Context: an optimization exercise on an open-source flow, tuned for a short achievable clock period and few clock cycles. The choices shown serve that exercise and are no tape-out recipe.
At most, simulation tests tie the RTL to the original design; equivalence was not proved.
No driver is modelled on the clock port, so clocking that relies on it looks cheaper here than on a real chip.
No activity file was given, so power comes from the tool's default toggle rates.

## old
// ARMLEG
module ARMLEG (
	input CLOCK,
	input RESET,
	output [63:0] imem_addr,
	input [31:0] imem_data,
	output [63:0] dmem_addr,
	output [63:0] dmem_wdata,
	output dmem_we,
	output dmem_re,
	input [63:0] dmem_rdata
);
	integer i;
	reg [9:0] pc;
	reg d_valid;
	reg d_isLD, d_isST, d_add, d_sub, d_and, d_orr, d_cbz, d_wr;
	reg [4:0] d_rd;
	reg [63:0] d_vn, d_vb;          
	reg d_xa, d_wa, d_w2a, d_ra;    
	reg d_xb, d_wb, d_w2b, d_rb;    
	reg d_xa_add, d_xa_and, d_xa_orr, d_xa_ld;    
	reg d_xb_add, d_xb_and, d_xb_orr, d_xb_ld, d_xb_addp, d_xb_addn;
	reg [8:0] d_imm;
	reg [9:0] d_tgt;
	reg x_isLD, x_isST, x_add, x_and, x_orr, x_sub, x_wr;
	reg [4:0] x_rd;
	reg [63:0] x_a, x_b, x_bi, x_addr;
	reg w_wr, w2_wr;
	reg [4:0] w_rd, w2_rd;
	reg [63:0] w_res, w2_res;
	reg w_z;
	reg [63:0] rf [0:30];
	reg [30:0] zf;
	wire [63:0] x_sum, x_sumn;
	Adder alu_add (.a(x_a), .b(x_bi), .cin(x_sub), .sum(x_sum), .sumn(x_sumn));
	wire [63:0] x_andv = x_a & x_b;
	wire [63:0] x_orv = x_a | x_b;
	wire [63:0] x_out = ({64{x_isLD}} & dmem_rdata) | ({64{x_and}} & x_andv) |
	                    ({64{x_orr}} & x_orv) | ({64{x_add}} & x_sum);
	wire [63:0] x_p = x_a ^ x_bi;
	wire [63:0] x_g = x_a | x_bi;
	wire x_zsum = (x_p[0] == x_sub) & (&(x_p[63:1] ~^ x_g[62:0]));
	wire x_z = (x_isLD & ~|dmem_rdata) | (x_and & ~|x_andv) | (x_orr & ~|x_orv) | (x_add & x_zsum);
	assign dmem_addr = x_addr;
	assign dmem_wdata = x_b;
	assign dmem_we = x_isST;
	assign dmem_re = x_isLD;
	wire [63:0] va = ({64{d_wa}} & w_res) | ({64{d_w2a}} & w2_res) | ({64{d_ra}} & d_vn);
	wire [63:0] vb = ({64{d_wb}} & w_res) | ({64{d_w2b}} & w2_res) | ({64{d_rb}} & d_vb);
	wire [63:0] sub64 = {64{d_sub}};
  ...
Size: ~11,000 cells after synthesis, roughly 290 I/O pins, roughly 0.13 sq mm of cells after synthesis.
clock: 8.0 ns
lec_check: 0
cap_margin: 20
core_margin: 2
core_utilization: 30
gpl_timing_driven: 1
setup_slack_margin: 5
slew_margin: 20
synth_hierarchical: 1
run.sh (not shown) runs the stock make flow with config.mk's settings and CLKGATE_MAP_FILE= SYNTH_SCRIPT=/design/flow/synth_recipe.tcl, a recipe that flattens the netlist after the stock synthesis.
old finished every stage and its layout cleared the timing, design-rule and antenna checks.
#### Input delta (new over old)
- CORE_UTILIZATION now 40, was 30
Findings:
Between old and new, the flow reports net count reported at finish increasing slightly. Lower maximum fanout count along the critical path was reported by old, not new. Diff old -> new: power level, overall die area decreased by about 25% relative to the old numbers.
Function was not checked in any run of this note: the RTL went through the layout flow alone.

---

main:
ARMLEG, a different RTL version from the one above (not shown whole).
Size in the first run: about 18,000 cells after synthesis, ~290 I/O pins, ~180,000 um^2 of cells after synthesis.
Settings: LEC_CHECK=0, CAP_MARGIN=20, CORE_MARGIN=2, CORE_UTILIZATION=35, GPL_TIMING_DRIVEN=1, SETUP_SLACK_MARGIN=5, SLEW_MARGIN=20, SYNTH_HIERARCHICAL=1; clock period 8.0 ns.
standard.sh (not shown) runs the stock make flow with config.mk's settings and CLKGATE_MAP_FILE= SYNTH_SCRIPT=/design/flow/synth_recipe.tcl, a recipe that flattens the netlist after the stock synthesis.
==> flow/flow/run.sh <==
#!/bin/bash
# Layout flow: the standard synthesis, unchanged, then the standard ORFS
# steps with these settings changed:
#  - ports are buffered with a plain buffer (by default the port buffering
#    picks a delay cell, which the footprint-bound sizing then mostly keeps);
#  - the resizer may swap a cell for one of the same function with another
#    footprint;
#  - CTS ends with a second timing repair pass (flow/extra_repair.tcl).
# Each step's output is kept in a log of its own here.
set -euo pipefail
bash standard.sh synth > synth.log 2>&1
bash standard.sh "BUFFER_PORTS_ARGS=-buffer_cell sky130_fd_sc_hd__buf_6" MATCH_CELL_FOOTPRINT=0 \
	"POST_CTS_TCL=$PWD/flow/extra_repair.tcl" finish > layout.log 2>&1
==> flow/flow/extra_repair.tcl <==
# A second timing repair pass at the end of CTS (the first one, ORFS's own,
# often stops with paths it could still improve), then legalize again.
estimate_parasitics -placement
repair_timing_helper
set result [catch { detailed_placement } msg]
if { $result != 0 } {
  error "Detailed placement failed after the extra repair: $msg"
}
check_placement -verbose
estimate_parasitics -placement
report_worst_slack -max
Edits applied to the flow inputs when going from main to the feature branch:
Settings: a change of CORE_UTILIZATION from 35 to 30.
[summary]
The critical path depth in the feature branch sits 2 below the value recorded for main.
The total power in the feature branch sits about 2.2% below the value recorded for main.
Looking at worst slew slack as a fraction of its limit across both flows, the feature branch is the stronger of the two, with main trailing.
Diff main -> the feature branch: maximum net fanout on the critical path now sits lower, die area higher, clock network area share has decreased, peak ir drop on the vdd network climbed about 0.9%.
Function was not checked in any run of this note: the RTL went through the layout flow alone.

---

Another version of the RTL of ARMLEG (not shown whole).
For scale: ~290 I/O pins, ~150,000 um^2 of cells after synthesis.
==> flow/design.v (excerpt) <==
module ARMLEG (
	input CLOCK,
	input RESET,
	output [63:0] imem_addr,
	input [31:0] imem_data,
	output [63:0] dmem_addr,
	output [63:0] dmem_wdata,
	output dmem_we,
	output dmem_re,
	input [63:0] dmem_rdata
);
Settings: LEC_CHECK=0, CAP_MARGIN=20, CORE_MARGIN=2, CORE_UTILIZATION=30, GPL_TIMING_DRIVEN=1, PLACE_DENSITY=0.7, SETUP_SLACK_MARGIN=5, SLEW_MARGIN=20, SYNTH_HIERARCHICAL=1; clock period 8.0 ns.
==> flow/flow/run.sh <==
#!/bin/bash
# Layout flow: the standard synthesis, unchanged, then the standard ORFS
# steps with two settings changed:
#  - ports are buffered with a plain buffer (by default the port buffering
#    picks a delay cell, which the footprint-bound sizing then mostly keeps);
#  - the resizer may swap a cell for one of the same function with another
#    footprint.
# Each step's output is kept in a log of its own here.
set -euo pipefail
bash standard.sh synth > synth.log 2>&1
bash standard.sh "BUFFER_PORTS_ARGS=-buffer_cell sky130_fd_sc_hd__buf_6" MATCH_CELL_FOOTPRINT=0 finish > layout.log 2>&1
The baseline finished with timing, DRC and antenna clean.
Testbench counts at the start, summed over its fixed seeds: cycles 121,605.
Change:
- PLACE_DENSITY: 0.7 -> default
What happened:
- final cell count stays flat
- first-iteration DRC count goes down by 14%
- worst setup slack is better by 89 ps
- register-to-register slack is better by 110 ps
- via count goes down by 1.6%
- worst hold slack is worse by 24 ps
- sequential power hardly moves
- combinational power goes up by 2.2%
- cell area goes up by 0.40%
Change:
==> flow/flow/run.sh (replaced) <==
#!/bin/bash
# Layout flow: the standard synthesis, unchanged, then the standard ORFS
# steps with two settings changed:
#  - ports are buffered with a plain buffer (by default the port buffering
#    picks a delay cell, which the footprint-bound sizing then mostly keeps);
#  - the resizer may swap a cell for one of the same function with another
#    footprint;
set -euo pipefail
bash standard.sh synth > synth.log 2>&1
bash standard.sh "BUFFER_PORTS_ARGS=-buffer_cell sky130_fd_sc_hd__buf_6" MATCH_CELL_FOOTPRINT=0 SETUP_SLACK_MARGIN=5.3 finish > layout.log 2>&1
Result:
- global-route usage hardly moves
- via count increases by 4.2%
- power rose by 3.3%
Change:
==> flow/flow/run.sh (replaced) <==
#!/bin/bash
# Layout flow: the standard synthesis, unchanged, then the standard ORFS
# steps with two settings changed:
#  - ports are buffered with a plain buffer (by default the port buffering
#    picks a delay cell, which the footprint-bound sizing then mostly keeps);
#  - the resizer may swap a cell for one of the same function with another
#    footprint.
# Each step's output is kept in a log of its own here.
set -euo pipefail
bash standard.sh synth > synth.log 2>&1
bash standard.sh "BUFFER_PORTS_ARGS=-buffer_cell sky130_fd_sc_hd__buf_6" MATCH_CELL_FOOTPRINT=0 finish > layout.log 2>&1
- GPL_ROUTABILITY_DRIVEN: default -> 0
Clock power came out lower by about 3%.
Power falls by 4.4%.
Cell area shrinks by 5.7%.
Global-route usage drops by 1.3 points.
Area after synthesis does not change.
Core utilization fell by 2.2 points.
Routed wire length falls by 5.5%.
Setup slack is worse by 6.6 ps.
Cell count fell by 2.3%.
Worst hold slack got worse by 52 ps.
Clock skew climbs by 48 ps.
Change:
- GPL_ROUTABILITY_DRIVEN: 0 -> default
- SETUP_SLACK_MARGIN: 5 -> 4.85
=>
- synthesized area is unchanged
- combinational power falls by 3.8%
- setup slack degrades by 62 ps
- worst hold slack improves by 55 ps

---

Starting RTL as in the previous note.
==> flow/config.mk <==
export PLATFORM = sky130hd
export DESIGN_NAME = ARMLEG
export DESIGN_NICKNAME = ARMLEG
export VERILOG_FILES = /design/flow/design.v
export SDC_FILE = /design/flow/constraint.sdc
export NUM_CORES = 8
export LEC_CHECK = 0
export CAP_MARGIN = 20
export CORE_MARGIN = 2
export CORE_UTILIZATION = 25
export GPL_TIMING_DRIVEN = 1
export SETUP_SLACK_MARGIN = 5
export SLEW_MARGIN = 20
export SYNTH_HIERARCHICAL = 1
==> flow/constraint.sdc <==
create_clock -name core_clock -period 8.0 [get_ports {CLOCK}]
set_input_delay 1.6000 -clock core_clock [delete_from_list [all_inputs] [get_ports {CLOCK}]]
set_output_delay 1.6000 -clock core_clock [all_outputs]
set_load 0.01 [all_outputs]
==> flow/flow/run.sh <==
#!/bin/bash
# Layout flow: the standard synthesis, unchanged, then the standard ORFS
# steps with two settings changed:
#  - ports are buffered with a plain buffer (by default the port buffering
#    picks a delay cell, which the footprint-bound sizing then mostly keeps);
#  - the resizer may swap a cell for one of the same function with another
#    footprint.
# Each step's output is kept in a log of its own here.
set -euo pipefail
bash standard.sh synth > synth.log 2>&1
bash standard.sh "BUFFER_PORTS_ARGS=-buffer_cell sky130_fd_sc_hd__buf_6" MATCH_CELL_FOOTPRINT=0 finish > layout.log 2>&1
Testbench counts at the start, summed over its fixed seeds: cycles 121,605.
Edit:
Settings changed: CORE_UTILIZATION 25 to 30, CTS_CLUSTER_DIAMETER from default to 80, CTS_CLUSTER_SIZE from default to 30.
Register-to-register slack gets better by 0.12 ns.
Setup slack gets better by 0.060 ns.
Die area came out lower by 17%.

## static timing again, ports no longer ideal
Ports are ideal in the flow. The routed layouts listed here were re-timed in OpenROAD. Step 1, drivers: a clkbuf_16 drives CLOCK and a buf_2 each remaining input, both assumed. Step 2 times the ports against the registers' clock, not the clock port: input delays grow and output delays shrink by t, the midpoint of the rising clock arrivals with the driver on. a / b / c = no drivers / after step 1 / after step 2; a / b = the first two.
run | t, ns | slack for setup (ns) | worst hold slack (ns) | worst setup path after step 2 | pins driven straight from the clock port
old | 1.023 | 4.431 / 4.445 / 3.421 | 0.350 / 0.350 / 0.350 | input to register | 1
new | 1.027 | 4.220 / 4.220 / 3.423 | 0.388 / 0.388 / 0.388 | input to register | 1
main | 1.150 | 4.121 / 4.121 / 3.451 | 0.330 / 0.330 / 0.330 | input to register | 1
the feature branch | 1.143 | 4.118 / 4.118 / 3.501 | 0.339 / 0.339 / 0.339 | input to register | 1
the first run of note 3 | 1.076 | 4.806 / 4.747 / 3.701 | 0.408 / 0.408 / 0.408 | input to register | 1
the second run of note 3 | 1.066 | 4.894 / 4.778 / 3.825 | 0.385 / 0.385 / 0.385 | input to register | 1
the third run of note 3 | 1.062 | 4.781 / 4.651 / 3.856 | 0.382 / 0.382 / 0.382 | input to register | 1
the fourth run of note 3 | 1.082 | 4.774 / 4.674 / 3.817 | 0.330 / 0.330 / 0.330 | input to register | 1
the fifth run of note 3 | 1.070 | 4.713 / 4.714 / 3.645 | 0.384 / 0.384 / 0.384 | input to register | 1
the first run of note 4 | 1.062 | 4.822 / 4.765 / 3.736 | 0.345 / 0.345 / 0.345 | input to register | 1
the second run of note 4 | 1.002 | 4.882 / 4.842 / 3.870 | 0.376 / 0.376 / 0.376 | input to register | 1
After both steps every run listed still meets setup and hold. The setup slack of the first run of note 3, which loses most, moves by -0.059 ns with the drivers and by -1.105 ns with both steps.
